Background: an optimization exercise with open tools, aiming at small area and a short achievable clock period. Do not read the settings as production practice. Where RTL was checked, it was by simulation tests only, not by an equivalence proof against the original. Only the layout flow was run in runs 2 and 3; the RTL was not checked for function there. Power figures rest on the tool's default switching activity, not on a simulated workload.

==> flow/design.v, too long to show whole: its modules and the start of the top module <==
// module MAC: 3447 lines
module MAC(
	clk,
	rst_n,
	in_valid,
	in_mode,
	in_act,
	in_wgt,
	out_act_idx,
	out_wgt_idx,
	out_idx,
	out_valid,
	out_data,
	out_finish
);
  // ...
==> flow/flow/run.sh <==
#!/bin/bash
# Layout flow: the standard flow, except that synthesis skips Yosys's early
# "abc -fast" pass (SYNTH_ARGS=-noabc), so the full adders the RTL spells out
# map to full-adder cells without inverters between them. The registers keep
# the standard synthesis's instance names and cell types: the standard
# synthesis is run first for reference, and if the two differ in anything but
# the names, its netlist is used unchanged. Each step logs to a file here.
set -u
RES=$PWD/orfs/results/$FLOW_PLATFORM/MAC/base

bash standard.sh synth > 1_synth_standard.log 2>&1 || exit 1
cp "$RES/1_2_yosys.v" standard_netlist.v

bash standard.sh clean_synth > 1_clean.log 2>&1
if SYNTH_ARGS=-noabc bash standard.sh "$RES/1_2_yosys.v" > 1_synth_noabc.log 2>&1 &&
   python3 flow/match_regs.py standard_netlist.v "$RES/1_2_yosys.v" > 1_match_regs.log 2>&1; then
  echo "using the netlist synthesized without the early ABC pass" >> 1_match_regs.log
else
  echo "falling back to the standard netlist" >> 1_match_regs.log
  bash standard.sh clean_synth >> 1_clean.log 2>&1
  bash standard.sh synth > 1_synth_standard2.log 2>&1 || exit 1
fi

bash standard.sh > 2_layout.log 2>&1
==> flow/flow/match_regs.py <==
#!/usr/bin/env python3
"""Give the registers of a netlist the instance names of a reference netlist.

usage: match_regs.py REF.v NET.v

Both netlists come from the same RTL; register instance names have the form
<register bit>$<Yosys flip-flop type>, and the type part can differ between two
syntheses (an enable or reset absorbed with the other polarity). Each register
of NET.v is renamed to the reference register with the same register bit. NET.v
is rewritten only if both hold the same register bits in the same cell types;
otherwise the script exits with status 1 and leaves NET.v alone.
"""
import re
import sys

INST = re.compile(r'^(\s*)(sky130_fd_sc_hd__\w+)(\s+)(\S+)(\s*\()')
SEQ = re.compile(r'sky130_fd_sc_hd__(df|edf|sdf|dl)')


def regs(lines):
    found = {}
    for k, line in enumerate(lines):
        m = INST.match(line)
        if not m or not SEQ.match(m.group(2)):
            continue
        name = m.group(4)
        plain = name[1:] if name.startswith('\\') else name
        cut = plain.rfind('$_')
        base = plain[:cut] if cut >= 0 else plain
        if base in found:
            raise SystemExit(f"two registers share the bit name {base}")
        found[base] = (m.group(2), name, k)
    return found


def main():
    ref_lines = open(sys.argv[1]).read().split('\n')
    net_lines = open(sys.argv[2]).read().split('\n')
    ref, net = regs(ref_lines), regs(net_lines)
    if set(ref) != set(net):
        print("register bits differ:", sorted(set(ref) ^ set(net))[:20])
        return 1
    bad = [b for b in ref if ref[b][0] != net[b][0]]
    if bad:
        print("cell types differ:", [(b, ref[b][0], net[b][0]) for b in bad[:20]])
        return 1
    renamed = 0
    for b, (cell, name, k) in net.items():
        new = ref[b][1]
        if new != name:
            m = INST.match(net_lines[k])
            net_lines[k] = m.group(1) + cell + m.group(3) + new + \
                (' ' if new.startswith('\\') and not m.group(5).startswith(' ') else '') + \
                m.group(5) + net_lines[k][m.end():]
            renamed += 1
    open(sys.argv[2], 'w').write('\n'.join(net_lines))
    print(f"{len(net)} registers, {renamed} renamed")
    return 0


if __name__ == '__main__':
    sys.exit(main())
==> flow/standard.sh <==
#!/bin/bash
# synth_recipe.tcl (not shown) runs the flow's synth.tcl, then flattens the netlist and writes it again
# the make line also repeats each setting of config.mk as NAME=value (left out here)
make -C /OpenROAD-flow-scripts/flow DESIGN_CONFIG=/design/flow/config.mk WORK_HOME=/design/flow/orfs CLKGATE_MAP_FILE= SYNTH_SCRIPT=/design/flow/synth_recipe.tcl "${@:-finish}"
==> flow/config.mk <==
export PLATFORM = sky130hd
export DESIGN_NAME = MAC
export DESIGN_NICKNAME = MAC
export VERILOG_FILES = /design/flow/design.v
export SDC_FILE = /design/flow/constraint.sdc
export NUM_CORES = 4
export LEC_CHECK = 0
export CAP_MARGIN = 20
export CORE_MARGIN = 2
export CORE_UTILIZATION = 40
export SETUP_SLACK_MARGIN = 2.5
export SLEW_MARGIN = 20
==> flow/constraint.sdc <==
create_clock -name core_clock -period 8.4 [get_ports {clk}]
set_input_delay 1.6800 -clock core_clock [delete_from_list [all_inputs] [get_ports {clk}]]
set_output_delay 1.6800 -clock core_clock [all_outputs]
set_load 0.01 [all_outputs]
==> impl_metrics.toml, run 1 <==
[status]
outcome = "timing/DRC/antenna clean"

[grt]
antenna_found_initial = 14

[routing]
routed_wl_um = 143000

[cts]
cts_sinks = 462
numCtsBuffers = 58
post_cts_resized = 0
htreeDepth = 2
cts_root_buf = "clkbuf_16"

[logic_synthesis]
netlist_area_sq_mm = 0.0442
synth_top_family_by_area = "adder cells"
ys_async_sr_fraction_pct = 1.73
yosys.area_share.adder_pct = 46.8
yosys_warnings = 1
synth-main-ff-cell = "edfxtp_1"

[critical_path]
r2r_end = "rx7[6]"
endpoint = "rx7[6]"
endpoint_kind = "register"
worst_path_most_repeated_cell = "fa_1"
ff2ff_path_depth = 11

[cells_and_area]
nNonClkBuffers = 201
clkbuf_count = 75
multi_input_area_share_pct = 64.0

[placement]
port_buffers = 173

[sta]
setup-violations-final = 0
relSlewSlack_pct = 21.7
worst_pin_slew_ns = 1.17

[floorplanning]
die_width_um = 336
rows = 121
die_height_um = 336

[power_and_ir_drop]
p_clk_mw = 2.64
==> run 2, diff against run 1 <==
--- a/flow/design.v
+++ b/flow/design.v
@@ -307,18 +307,18 @@
 wire fs0_8 = q0_6_01 ^ q0_6_10 ^ q0_7_01;
 wire fc0_8 = (q0_6_01 & q0_6_10) | (q0_6_01 & q0_7_01) | (q0_6_10 & q0_7_01);
 wire fs0_9 = q0_7_10 ^ fc0_1 ^ fc0_2;
 wire fc0_9 = (q0_7_10 & fc0_1) | (q0_7_10 & fc0_2) | (fc0_1 & fc0_2);
 wire fs0_10 = fs0_4 ^ fs0_5 ^ fs0_6;
 wire fc0_10 = (fs0_4 & fs0_5) | (fs0_4 & fs0_6) | (fs0_5 & fs0_6);
 wire fs0_11 = fs0_7 ^ fs0_8 ^ fc0_3;
 wire fc0_11 = (fs0_7 & fs0_8) | (fs0_7 & fc0_3) | (fs0_8 & fc0_3);
-wire fs0_12 = fs0_9 ^ fs0_10;
-wire fc0_12 = fs0_9 & fs0_10;
+wire fs0_12 = fs0_9 ^ fs0_10 ^ fs0_11;
+wire fc0_12 = (fs0_9 & fs0_10) | (fs0_9 & fs0_11) | (fs0_10 & fs0_11);
 wire fs0_13 = q0_0_02 ^ q0_0_11 ^ q0_0_20;
 wire fc0_13 = (q0_0_02 & q0_0_11) | (q0_0_02 & q0_0_20) | (q0_0_11 & q0_0_20);
 wire fs0_14 = q0_1_02 ^ q0_1_11 ^ q0_1_20;
 wire fc0_14 = (q0_1_02 & q0_1_11) | (q0_1_02 & q0_1_20) | (q0_1_11 & q0_1_20);
 wire fs0_15 = q0_2_02 ^ q0_2_11 ^ q0_2_20;
 wire fc0_15 = (q0_2_02 & q0_2_11) | (q0_2_02 & q0_2_20) | (q0_2_11 & q0_2_20);
 wire fs0_16 = q0_3_02 ^ q0_3_11 ^ q0_3_20;
 wire fc0_16 = (q0_3_02 & q0_3_11) | (q0_3_02 & q0_3_20) | (q0_3_11 & q0_3_20);
@@ -337,20 +337,20 @@
 wire fs0_23 = fs0_14 ^ fs0_15 ^ fs0_16;
 wire fc0_23 = (fs0_14 & fs0_15) | (fs0_14 & fs0_16) | (fs0_15 & fs0_16);
 wire fs0_24 = fs0_17 ^ fs0_18 ^ fs0_19;
 wire fc0_24 = (fs0_17 & fs0_18) | (fs0_17 & fs0_19) | (fs0_18 & fs0_19);
 wire fs0_25 = fs0_20 ^ fc0_9 ^ fc0_10;
 wire fc0_25 = (fs0_20 & fc0_9) | (fs0_20 & fc0_10) | (fc0_9 & fc0_10);
 wire fs0_26 = fs0_21 ^ fs0_22 ^ fs0_23;
 wire fc0_26 = (fs0_21 & fs0_22) | (fs0_21 & fs0_23) | (fs0_22 & fs0_23);
-wire fs0_27 = fs0_24 ^ fc0_12 ^ fc0_11;
-wire fc0_27 = (fs0_24 & fc0_12) | (fs0_24 & fc0_11) | (fc0_12 & fc0_11);
-wire fs0_28 = fs0_25 ^ fs0_26 ^ fs0_27;
-wire fc0_28 = (fs0_25 & fs0_26) | (fs0_25 & fs0_27) | (fs0_26 & fs0_27);
+wire fs0_27 = fs0_24 ^ fc0_11 ^ fs0_25;
+wire fc0_27 = (fs0_24 & fc0_11) | (fs0_24 & fs0_25) | (fc0_11 & fs0_25);
+wire fs0_28 = fs0_26 ^ fc0_12 ^ fs0_27;
+wire fc0_28 = (fs0_26 & fc0_12) | (fs0_26 & fs0_27) | (fc0_12 & fs0_27);
 wire fs0_29 = q0_0_03 ^ q0_0_12 ^ q0_0_21;
 wire fc0_29 = (q0_0_03 & q0_0_12) | (q0_0_03 & q0_0_21) | (q0_0_12 & q0_0_21);
 wire fs0_30 = q0_0_30 ^ q0_1_03 ^ q0_1_12;
 wire fc0_30 = (q0_0_30 & q0_1_03) | (q0_0_30 & q0_1_12) | (q0_1_03 & q0_1_12);
 wire fs0_31 = q0_1_21 ^ q0_1_30 ^ q0_2_03;
 wire fc0_31 = (q0_1_21 & q0_1_30) | (q0_1_21 & q0_2_03) | (q0_1_30 & q0_2_03);
 wire fs0_32 = q0_2_12 ^ q0_2_21 ^ q0_2_30;
 wire fc0_32 = (q0_2_12 & q0_2_21) | (q0_2_12 & q0_2_30) | (q0_2_21 & q0_2_30);
@@ -507,43 +507,41 @@
 wire fs0_108 = fc0_97 ^ fc0_98 ^ fc0_99;
 wire fc0_108 = (fc0_97 & fc0_98) | (fc0_97 & fc0_99) | (fc0_98 & fc0_99);
 wire fs0_109 = fc0_100 ^ fs0_107 ^ fc0_101;
 wire fc0_109 = (fc0_100 & fs0_107) | (fc0_100 & fc0_101) | (fs0_107 & fc0_101);
 wire fs0_110 = fs0_108 ^ fc0_102 ^ fs0_109;
 wire fc0_110 = (fs0_108 & fc0_102) | (fs0_108 & fs0_109) | (fc0_102 & fs0_109);
 wire fs0_111 = fc0_103 ^ fc0_104 ^ fs0_110;
 wire fc0_111 = (fc0_103 & fc0_104) | (fc0_103 & fs0_110) | (fc0_104 & fs0_110);
-wire fs0_112 = fc0_105 ^ fs0_111;
-wire fc0_112 = fc0_105 & fs0_111;
+wire fs0_112 = fc0_105 ^ fs0_111 ^ fc0_106;
+wire fc0_112 = (fc0_105 & fs0_111) | (fc0_105 & fc0_106) | (fs0_111 & fc0_106);
 wire fs0_113 = fc0_107 ^ fc0_108 ^ fc0_109;
 wire fc0_113 = (fc0_107 & fc0_108) | (fc0_107 & fc0_109) | (fc0_108 & fc0_109);
 wire fs0_114 = fc0_110 ^ fs0_113 ^ fc0_111;
 wire fc0_114 = (fc0_110 & fs0_113) | (fc0_110 & fc0_111) | (fs0_113 & fc0_111);
 logic [10:0] rx0, ry0;    
 always @(posedge clk) begin
 	rx0[0] <= fs0_2;
 	ry0[0] <= fs0_3;
-	rx0[1] <= fs0_11;
-	ry0[1] <= fs0_12;
+	rx0[1] <= fs0_12;
 	rx0[2] <= fs0_28;
 	rx0[3] <= fc0_28;
 	ry0[3] <= fs0_51;
 	rx0[4] <= fs0_74;
 	rx0[5] <= fs0_93;
 	rx0[6] <= fs0_106;
-	rx0[7] <= fc0_106;
-	ry0[7] <= fs0_112;
+	rx0[7] <= fs0_112;
 	rx0[8] <= fc0_112;
 	ry0[8] <= fs0_114;
 	rx0[9] <= fc0_113;
 	ry0[9] <= fc0_114;
 end
 wire [10:0] tx0 = {1'b0 , rx0[9] , rx0[8] , rx0[7] , rx0[6] , rx0[5] , rx0[4] , rx0[3] , rx0[2] , rx0[1] , rx0[0]};
-wire [10:0] ty0 = {1'b0 , ry0[9] , ry0[8] , ry0[7] , 1'b0 , 1'b0 , 1'b0 , ry0[3] , 1'b0 , ry0[1] , ry0[0]};
+wire [10:0] ty0 = {1'b0 , ry0[9] , ry0[8] , 1'b0 , 1'b0 , 1'b0 , 1'b0 , ry0[3] , 1'b0 , 1'b0 , ry0[0]};
 assign out_data[0] = {1'b0, tx0 + ty0};
 wire q1_0_00 = a1[0][0] & wr[0][0];
 wire q1_0_01 = a1[0][0] & wr[0][1];
 wire q1_0_02 = a1[0][0] & wr[0][2];
 wire q1_0_03 = a1[0][0] & wr[0][3];
 wire q1_0_10 = a1[0][1] & wr[0][0];
 wire q1_0_11 = a1[0][1] & wr[0][1];
 wire q1_0_12 = a1[0][1] & wr[0][2];
@@ -3211,18 +3209,18 @@
 wire fs7_8 = q7_6_01 ^ q7_6_10 ^ q7_7_01;
 wire fc7_8 = (q7_6_01 & q7_6_10) | (q7_6_01 & q7_7_01) | (q7_6_10 & q7_7_01);
 wire fs7_9 = q7_7_10 ^ fc7_1 ^ fc7_2;
 wire fc7_9 = (q7_7_10 & fc7_1) | (q7_7_10 & fc7_2) | (fc7_1 & fc7_2);
 wire fs7_10 = fs7_4 ^ fs7_5 ^ fs7_6;
 wire fc7_10 = (fs7_4 & fs7_5) | (fs7_4 & fs7_6) | (fs7_5 & fs7_6);
 wire fs7_11 = fs7_7 ^ fs7_8 ^ fc7_3;
 wire fc7_11 = (fs7_7 & fs7_8) | (fs7_7 & fc7_3) | (fs7_8 & fc7_3);
-wire fs7_12 = fs7_9 ^ fs7_10;
-wire fc7_12 = fs7_9 & fs7_10;
+wire fs7_12 = fs7_9 ^ fs7_10 ^ fs7_11;
+wire fc7_12 = (fs7_9 & fs7_10) | (fs7_9 & fs7_11) | (fs7_10 & fs7_11);
 wire fs7_13 = q7_0_02 ^ q7_0_11 ^ q7_0_20;
 wire fc7_13 = (q7_0_02 & q7_0_11) | (q7_0_02 & q7_0_20) | (q7_0_11 & q7_0_20);
 wire fs7_14 = q7_1_02 ^ q7_1_11 ^ q7_1_20;
 wire fc7_14 = (q7_1_02 & q7_1_11) | (q7_1_02 & q7_1_20) | (q7_1_11 & q7_1_20);
 wire fs7_15 = q7_2_02 ^ q7_2_11 ^ q7_2_20;
 wire fc7_15 = (q7_2_02 & q7_2_11) | (q7_2_02 & q7_2_20) | (q7_2_11 & q7_2_20);
 wire fs7_16 = q7_3_02 ^ q7_3_11 ^ q7_3_20;
 wire fc7_16 = (q7_3_02 & q7_3_11) | (q7_3_02 & q7_3_20) | (q7_3_11 & q7_3_20);
@@ -3241,20 +3239,20 @@
 wire fs7_23 = fs7_14 ^ fs7_15 ^ fs7_16;
 wire fc7_23 = (fs7_14 & fs7_15) | (fs7_14 & fs7_16) | (fs7_15 & fs7_16);
 wire fs7_24 = fs7_17 ^ fs7_18 ^ fs7_19;
 wire fc7_24 = (fs7_17 & fs7_18) | (fs7_17 & fs7_19) | (fs7_18 & fs7_19);
 wire fs7_25 = fs7_20 ^ fc7_9 ^ fc7_10;
 wire fc7_25 = (fs7_20 & fc7_9) | (fs7_20 & fc7_10) | (fc7_9 & fc7_10);
 wire fs7_26 = fs7_21 ^ fs7_22 ^ fs7_23;
 wire fc7_26 = (fs7_21 & fs7_22) | (fs7_21 & fs7_23) | (fs7_22 & fs7_23);
-wire fs7_27 = fs7_24 ^ fc7_12 ^ fc7_11;
-wire fc7_27 = (fs7_24 & fc7_12) | (fs7_24 & fc7_11) | (fc7_12 & fc7_11);
-wire fs7_28 = fs7_25 ^ fs7_26 ^ fs7_27;
-wire fc7_28 = (fs7_25 & fs7_26) | (fs7_25 & fs7_27) | (fs7_26 & fs7_27);
+wire fs7_27 = fs7_24 ^ fc7_11 ^ fs7_25;
+wire fc7_27 = (fs7_24 & fc7_11) | (fs7_24 & fs7_25) | (fc7_11 & fs7_25);
+wire fs7_28 = fs7_26 ^ fc7_12 ^ fs7_27;
+wire fc7_28 = (fs7_26 & fc7_12) | (fs7_26 & fs7_27) | (fc7_12 & fs7_27);
 wire fs7_29 = q7_0_03 ^ q7_0_12 ^ q7_0_21;
 wire fc7_29 = (q7_0_03 & q7_0_12) | (q7_0_03 & q7_0_21) | (q7_0_12 & q7_0_21);
 wire fs7_30 = q7_0_30 ^ q7_1_03 ^ q7_1_12;
 wire fc7_30 = (q7_0_30 & q7_1_03) | (q7_0_30 & q7_1_12) | (q7_1_03 & q7_1_12);
 wire fs7_31 = q7_1_21 ^ q7_1_30 ^ q7_2_03;
 wire fc7_31 = (q7_1_21 & q7_1_30) | (q7_1_21 & q7_2_03) | (q7_1_30 & q7_2_03);
 wire fs7_32 = q7_2_12 ^ q7_2_21 ^ q7_2_30;
 wire fc7_32 = (q7_2_12 & q7_2_21) | (q7_2_12 & q7_2_30) | (q7_2_21 & q7_2_30);
@@ -3411,37 +3409,35 @@
 wire fs7_108 = fc7_97 ^ fc7_98 ^ fc7_99;
 wire fc7_108 = (fc7_97 & fc7_98) | (fc7_97 & fc7_99) | (fc7_98 & fc7_99);
 wire fs7_109 = fc7_100 ^ fs7_107 ^ fc7_101;
 wire fc7_109 = (fc7_100 & fs7_107) | (fc7_100 & fc7_101) | (fs7_107 & fc7_101);
 wire fs7_110 = fs7_108 ^ fc7_102 ^ fs7_109;
 wire fc7_110 = (fs7_108 & fc7_102) | (fs7_108 & fs7_109) | (fc7_102 & fs7_109);
 wire fs7_111 = fc7_103 ^ fc7_104 ^ fs7_110;
 wire fc7_111 = (fc7_103 & fc7_104) | (fc7_103 & fs7_110) | (fc7_104 & fs7_110);
-wire fs7_112 = fc7_105 ^ fs7_111;
-wire fc7_112 = fc7_105 & fs7_111;
+wire fs7_112 = fc7_105 ^ fs7_111 ^ fc7_106;
+wire fc7_112 = (fc7_105 & fs7_111) | (fc7_105 & fc7_106) | (fs7_111 & fc7_106);
 wire fs7_113 = fc7_107 ^ fc7_108 ^ fc7_109;
 wire fc7_113 = (fc7_107 & fc7_108) | (fc7_107 & fc7_109) | (fc7_108 & fc7_109);
 wire fs7_114 = fc7_110 ^ fs7_113 ^ fc7_111;
 wire fc7_114 = (fc7_110 & fs7_113) | (fc7_110 & fc7_111) | (fs7_113 & fc7_111);
 logic [10:0] rx7, ry7;    
 always @(posedge clk) begin
 	rx7[0] <= fs7_2;
 	ry7[0] <= fs7_3;
-	rx7[1] <= fs7_11;
-	ry7[1] <= fs7_12;
+	rx7[1] <= fs7_12;
 	rx7[2] <= fs7_28;
 	rx7[3] <= fc7_28;
 	ry7[3] <= fs7_51;
 	rx7[4] <= fs7_74;
 	rx7[5] <= fs7_93;
 	rx7[6] <= fs7_106;
-	rx7[7] <= fc7_106;
-	ry7[7] <= fs7_112;
+	rx7[7] <= fs7_112;
 	rx7[8] <= fc7_112;
 	ry7[8] <= fs7_114;
 	rx7[9] <= fc7_113;
 	ry7[9] <= fc7_114;
 end
 wire [10:0] tx7 = {1'b0 , rx7[9] , rx7[8] , rx7[7] , rx7[6] , rx7[5] , rx7[4] , rx7[3] , rx7[2] , rx7[1] , rx7[0]};
-wire [10:0] ty7 = {1'b0 , ry7[9] , ry7[8] , ry7[7] , 1'b0 , 1'b0 , 1'b0 , ry7[3] , 1'b0 , ry7[1] , ry7[0]};
+wire [10:0] ty7 = {1'b0 , ry7[9] , ry7[8] , 1'b0 , 1'b0 , 1'b0 , 1'b0 , ry7[3] , 1'b0 , 1'b0 , ry7[0]};
 assign out_data[7] = {1'b0, tx7 + ty7};
 endmodule
==> flow/run.sh (new file) <==
#!/bin/bash
# synth_recipe.tcl (not shown) runs the flow's synth.tcl, then flattens the netlist and writes it again
# the make line also repeats each setting of config.mk as NAME=value (left out here)
make -C /OpenROAD-flow-scripts/flow DESIGN_CONFIG=/design/flow/config.mk WORK_HOME=/design/flow/orfs CLKGATE_MAP_FILE= SYNTH_SCRIPT=/design/flow/synth_recipe.tcl finish
==> flow/config.mk (replaced) <==
export PLATFORM = sky130hd
export DESIGN_NAME = MAC
export DESIGN_NICKNAME = MAC
export VERILOG_FILES = /design/flow/design.v
export SDC_FILE = /design/flow/constraint.sdc
export NUM_CORES = 4
export LEC_CHECK = 0
export CAP_MARGIN = 20
export CORE_MARGIN = 2
export CORE_UTILIZATION = 40
export SLEW_MARGIN = 20
removed: flow/flow/run.sh
removed: flow/flow/match_regs.py
removed: flow/standard.sh
==> run 2 against run 1 <==
Net effect:
- still clean on timing, DRC and antenna
- utilization is 0.12 points lower
- register-to-register slack worse by 0.18 ns
- combinational power is 9% higher
- cell area is 6.3% higher
- via count is 12% higher
- critical path type unchanged
- highest routed layer is now met4
==> impl_metrics.toml, run 2 <==
[status]
outcome = "timing/DRC/antenna clean"

[placement]
dp.final_hpwl_um = 111000
port_buffers = 173
gp_congestion = 0.913

[power_and_ir_drop]
seqPwrFrac_pct = 20.8
combPwrFrac_pct = 63.5
netSwitchingFraction_pct = 44.1
p_switching_mw = 7.81
peakVddDrop_mv = 0.399
power_mw = 17.7
p_leak_nw = 25.4
p_per_area_mw_per_mm2 = 339
p_int_mw = 9.89
clkPwrFrac_pct = 15.8

[sta]
relSlewSlack_pct = 13.3
rsz0062_at_grt = "no"
worst_pin_slew_ns = 1.30
skew_ns = 0.0365
finalCriticalPeriod_ns = 5.90
setup-violations-final = 0
setup_tns_ns = 0
period_share_pct = 70.2
max_freq_mhz = 170
drv_slew = 0
hold_violations = 0

[logic_synthesis]
netlist_top_cells_count = "1025 x inv_1, 990 x fa_1, 799 x and2_1, 466 x nand2_1, 256 x edfxtp_1"
synth.largest_area_cell = "fa_1"
yosys_warnings = 1
synth.most_common_cell = "inv_1"
ys_ff_latch = 458
syn-instance-count = 4437
synth_top_area_share_pct = 42.1
yosysSeqAreaShare_pct = 25.0
synth-main-ff-cell = "edfxtp_1"
synth_area_per_cell_sq_um = 10.6
netlist_area_sq_mm = 0.0471
synth_cell_types = 42
synth_edf_count = 256
ys_top_cells_by_area = "fa_1 42%, edfxtp_1 16%, and2_1 11%, dfxtp_1 8.2%, inv_1 8.2%"
ys_async_sr_fraction_pct = 1.75

[routing]
drt-initial-drc-count = 2987
ant_nets = 0
vias = 31100
wl_per_cell_um = 24.2
routed_wl_um = 148000
first_pass_iters = 5
via_per_inst = 5.09
drc = 0

[cts]
numCtsBuffers = 58
postCtsHoldBufs = 0
clk_pin_slew_ns = 0.06
clk_latency_ns = 0.70
htreeDepth = 2
post_cts_buffers = 0
cts_root_buf = "clkbuf_16"
cts_sinks = 458
cts_tree = "built"
cts_buffer_depth = 3
post_cts_resized = 0

[cells_and_area]
final_layout_size_suffix_gt1_share_pct = 3.40
final_nets = 5659
final_common_cell = "inv_1"
final_cell_mix = "1025 x inv_1, 990 x fa_1, 799 x and2_1, 466 x nand2_1, 256 x edfxtp_1"
area_delta_synth_final_pct = 11.0

[worst_hold_path]
hp-class = "reg2reg"

[critical_path]
cp_data_arrival_time_ns = 6.47
endpoint_kind = "register"
cp-start-kind = "register"
cp.required_ns = 8.97
crit_type = "reg2reg"
critPathMaxFanout = 17

[grt]
antenna_found_initial = 5
grt_max_degree = 99
grt_pass1_vias = 33500
grt_pass1_wl_um = 221000
grt.total_usage_pct = 25.2
overflow = 0

[floorplanning]
die_width_um = 347
rows = 125
die_height_um = 347
die_area_sq_mm = 0.120
initial_core_util_pct = 40.4
core_sq_mm = 0.117
pin_count = 182

[job]
drv_cap = 0
==> run 2: changes by cell type after synthesis, moves of 5 or more <==
| cell | change |
|---|---|
| nor2b_1 | -15 |
| xor2_1 | +7 |
| nand2_1 | +286 |
| buf_2 | -15 |
| clkbuf_1 | +11 |
| and2_1 | -267 |
| inv_1 | +1018 |
| o21a_1 | -8 |
| nor2_1 | -6 |
| xnor2_1 | -5 |
| ha_1 | -8 |
| buf_4 | +6 |
| a21oi_1 | -7 |
==> run 2: critical path, stage by stage, from the launching register on <==
cell and delay (ns):
dfxtp_1 0.77, buf_4 0.52, mux2_2 0.29, nand2_1 0.08, fa_1 0.50, inv_1 0.06
fa_1 0.42, fa_1 0.55, inv_1 0.06, fa_1 0.51, inv_1 0.05, fa_1 0.38
fa_1 0.46, fa_1 0.40, inv_1 0.07, fa_1 0.15, inv_1 0.05, fa_1 0.43
==> run 2: cell type report <==
type / count / area [sq um]
inverter: 1026 / 3850
clock buffer: 69 / 1580
timing repair buffer: 212 / 2040
clock inverter: 41 / 520
multi-input combinational: 2777 / 30600
tap: 1524 / 1910
fill: 11000 / 64200
sequential: 458 / 11800
antenna: 6 / 15.0
==> run 2: power by group through the flow <==
stage	clock (mW)	combinational, mW	sequential (mW)
4_1_cts	2.83	11.6	3.66
2_1_floorplan	0	7.77	3.45
3_5_place_dp	0	11.4	3.70
6_report	2.79	11.2	3.68
5_1_grt	2.91	13.2	3.72
3_3_place_gp	0	11.3	3.70
==> run 2: through the flow <==
step	worst slack (ns)	hold WS, ns	util, %	area [sq um]	cells
2_1_floorplan	3.00	0.441	-	47100	4444
3_5_place_dp	2.55	0.459	43.0	50200	5997
4_1_cts	2.56	0.472	44.8	52300	6107
5_1_grt	2.35	0.500	44.9	52300	6107
6_report	2.50	0.473	44.9	52300	6113
3_3_place_gp	2.65	0.456	43.0	50200	5997
==> run 2: cells by family (layout without fill, tap and decap cells) <==
| logic type | after synthesis | in the layout | share of synthesized area (%) |
|---|---|---|---|
| compound gates | 228 | 228 | 3.47 |
| flops | 458 | 458 | 25.0 |
| simple gates | 1422 | 1422 | 16.4 |
| xor+xnor | 61 | 61 | 1.13 |
| fa+ha+maj | 1054 | 1054 | 43.8 |
| buf+inv | 1209 | 1348 | 10.1 |
| other cells | 1 | 14 | 0.00797 |
| mux | 4 | 4 | 0.0957 |
==> run 2: path summary, 6_finish.rpt <==
check                       start     end  slack (ns)  cells after the start
min reg2reg                    cs      cs        0.47                      1
max in group asynchronous   rst_n    mode        6.53                      1
max                        wr[35]  rx0[7]        2.50                     17
max reg2reg                wr[35]  rx0[7]        2.50                     17
min                            cs      cs        0.47                      1
min in group asynchronous   rst_n    mode        1.39                      1
==> run 2: metal layers <==
| metal | GRT usage (%) | vias to the layer above | wire length, um |
|---|---|---|---|
| met4 | 9.42 | 0 | 6110 |
| met5 | 0 | - | 0 |
| met3 | 5.29 | 279 | 13800 |
| met2 | 39.3 | 1490 | 67100 |
| met1 | 34.6 | 16200 | 60800 |
| li1 | - | 13100 | - |
==> run 3, diff against run 2 <==
==> flow/flow/run.sh (new file) <==
#!/bin/bash
# Standard flow with Yosys's early ABC pass skipped.
export SYNTH_ARGS="-noabc"
bash standard.sh > standard_run.log 2>&1
==> flow/standard.sh (new file) <==
#!/bin/bash
# synth_recipe.tcl (not shown) runs the flow's synth.tcl, then flattens the netlist and writes it again
# the make line also repeats each setting of config.mk as NAME=value (left out here)
make -C /OpenROAD-flow-scripts/flow DESIGN_CONFIG=/design/flow/config.mk WORK_HOME=/design/flow/orfs CLKGATE_MAP_FILE= SYNTH_SCRIPT=/design/flow/synth_recipe.tcl "${@:-finish}"
removed: flow/run.sh
==> run 3 against run 2 <==
Net effect:
- worst hold slack gained 0.0088 ns
- clock power down 9.3%
- synthesized area is 6.4% lower
- sequential share of layout area increased by 1.6 points
- clock skew up 0.012 ns
- still clean
- critical endpoint unchanged
- highest routed layer is now met5
- largest power group unchanged
==> impl_metrics.toml, run 3 <==
[status]
outcome = "timing/DRC/antenna clean"

[cts]
clk_latency_ns = 0.69
cts_root_buf = "clkbuf_16"
postCtsHoldBufs = 0
cts_buffer_depth = 3
post_cts_resized = 0
cts_tree = "built"
numCtsBuffers = 57
post_cts_buffers = 0
htreeDepth = 2
clk_pin_slew_ns = 0.07
cts_sinks = 458

[power_and_ir_drop]
peakVddDrop_mv = 0.412
p_leak_nw = 22.4
power_mw = 16.6
p_per_area_mw_per_mm2 = 340

[logic_synthesis]
netlist_area_sq_mm = 0.0441
synth_cell_types = 47
ys_ff_latch = 458
synth-main-ff-cell = "edfxtp_1"
yosys_warnings = 1
synth_edf_count = 256
synth.most_common_cell = "and2_1"
ys_top_cells_by_area = "fa_1 45%, edfxtp_1 17%, and2_1 15%, dfxtp_1 8.8%, a21o_1 2.6%"
yosysSeqAreaShare_pct = 26.7
syn-instance-count = 3445
synth.largest_area_cell = "fa_1"
synth_top_area_share_pct = 45.0
ys_async_sr_fraction_pct = 1.75
synth_area_per_cell_sq_um = 12.8
netlist_top_cells_count = "1064 x and2_1, 990 x fa_1, 256 x edfxtp_1, 194 x dfxtp_1, 188 x nand2_1"

[grt]
grt.busiest_layer = "met2"
grt_pass1_vias = 30200
grtUsageMet2_pct = 40.3
overflow = 0
grt_pass1_wl_um = 209000
grt.total_usage_pct = 25.9
grt_max_degree = 96
grt_use_met3_pct = 5.42
antenna_found_initial = 13
grt.met1_usage_pct = 35.7

[sta]
rsz0062_at_grt = "no"
setup_tns_ns = 0
hold_violations = 0
skew_ns = 0.0486
drv_slew = 0
setup-violations-final = 0
max_freq_mhz = 168
finalCriticalPeriod_ns = 5.94
period_share_pct = 70.8
relSlewSlack_pct = 14.1
worst_pin_slew_ns = 1.29

[routing]
vias = 27200
routed_wl_um = 141000
drt-initial-drc-count = 2827
first_pass_iters = 5
wl_per_cell_um = 28.3
ant_nets = 0
drc = 0
via_per_inst = 5.44

[floorplanning]
core_sq_mm = 0.109
pin_count = 182
die_width_um = 336
die_height_um = 336
die_area_sq_mm = 0.113
rows = 121
initial_core_util_pct = 40.4

[job]
drv_cap = 0

[placement]
dp.final_hpwl_um = 107000
port_buffers = 173
gp_congestion = 0.907

[cells_and_area]
post-route-util_pct = 44.9
final_nets = 4659
fillers = 9935
register_area_sq_mm = 0.0118
multiInputGateArea_sq_mm = 0.0315
area_delta_synth_final_pct = 11.0
final_cell_mix = "1064 x and2_1, 990 x fa_1, 256 x edfxtp_1, 185 x nand2_1"
final_layout_size_suffix_gt1_share_pct = 4.55
final_common_cell = "and2_1"

[critical_path]
endpoint_kind = "register"
cp.required_ns = 8.97
cp-start-kind = "register"
crit_type = "reg2reg"
critPathMaxFanout = 18
cp_data_arrival_time_ns = 6.51

[worst_hold_path]
hp-class = "reg2reg"
## run 3: critical path: stages (launching register included)
cell and delay (ns):
dfxtp_1 0.69, buf_4 0.38, nor2b_1 0.41, and2_1 0.22
fa_1 0.42, fa_1 0.57, fa_1 0.44, fa_1 0.48
fa_1 0.42, fa_1 0.46, fa_1 0.45, fa_1 0.42
fa_1 0.45
## run 3: area by class of cell
cell class / count / area share [%]
Clock buffer: 72 / 3.18
Inverter: 6 / 0.0460
Clock inverter: 36 / 0.662
Timing Repair Buffer: 203 / 4.07
Antenna cell: 6 / 0.0307
Sequential cell: 458 / 24.1
Tap cell: 1414 / 3.62
Multi-Input combinational cell: 2805 / 64.3
## run 3: cells by family (layout without fill, tap and decap cells)
logic type / Yosys count / after routing / share of synthesized area, %
AO/OA/AOI/OAI: 244 / 244 / 3.94
flip-flops: 458 / 458 / 26.7
XOR/XNOR: 57 / 57 / 1.13
other: 1 / 14 / 0.00851
AND/OR/NAND/NOR: 1436 / 1436 / 19.3
buffers and inverters: 189 / 317 / 2.00
adder cells (fa/ha/maj): 1056 / 1056 / 46.8
multiplexers: 4 / 4 / 0.0908
## run 3: metrics by stage
step | std cells | setup slack, ns | instance area [sq um] | hold WS (ns)
2_1_floorplan | 3452 | 3.06 | 44100 | 0.446
3_3_place_gp | 4885 | 2.35 | 47000 | 0.465
3_5_place_dp | 4886 | 2.50 | 47000 | 0.464
4_1_cts | 4994 | 2.50 | 48900 | 0.480
5_1_grt | 4994 | 2.22 | 48900 | 0.505
6_report | 5000 | 2.46 | 48900 | 0.481
## run 3: final timing paths
kind	slack (ns)	from	depth (start not counted)	end
worst max-delay path	2.46	wr[20]	12	rx0[7]
worst min-delay path	0.48	cs	1	cs
worst max register to register	2.46	wr[20]	12	rx0[7]
worst min register to register	0.48	cs	1	cs
max in group asynchronous	6.81	rst_n	1	mode
min in group asynchronous	1.29	rst_n	1	mode
## run 3: report_power, final
part           internal [mW]  total [mW]  leakage (nW)  switching, mW
logic                   5.15        10.4          17.1           5.26
clock network           1.42        2.53         0.912           1.12
registers               3.20        3.69          4.43          0.489
total                   9.76        16.6          22.4           6.87
## run 3: per-layer routing
metal	share of wire (%)	wire length [um]	up-vias
met5	0.066	93	-
met2	46	65100	1311
met1	41	57500	14400
met4	4.2	5990	14
li1	-	-	11200
met3	9.1	12800	262

[port drivers added, routing unchanged]
How much do the figures lean on ideal ports? The routed layouts below were timed once more, with nothing changed but the port constraints.
Step 1 assumes that a clkbuf_16 drives the clock port and a buf_2 every other input.
Step 2 moves the port delays by t, midway between the first and last clock arrival at a register: inputs arrive t later, outputs are due t later. That takes back most of the time a late clock gives input paths.
Three values: no drivers, after step 1, after step 2; two values: the first two.
run	shift t [ns]	setup slack, ns	slew at the worst register clock pin (ns)	cell pins on the clock port's net
run 1	0.731	2.685 / 2.685 / 2.685	0.07 / 0.07	1
run 2	0.759	2.500 / 2.500 / 2.500	0.07 / 0.07	1
run 3	0.731	2.456 / 2.456 / 2.456	0.07 / 0.07	1
After both steps setup and hold are still met in every run listed.
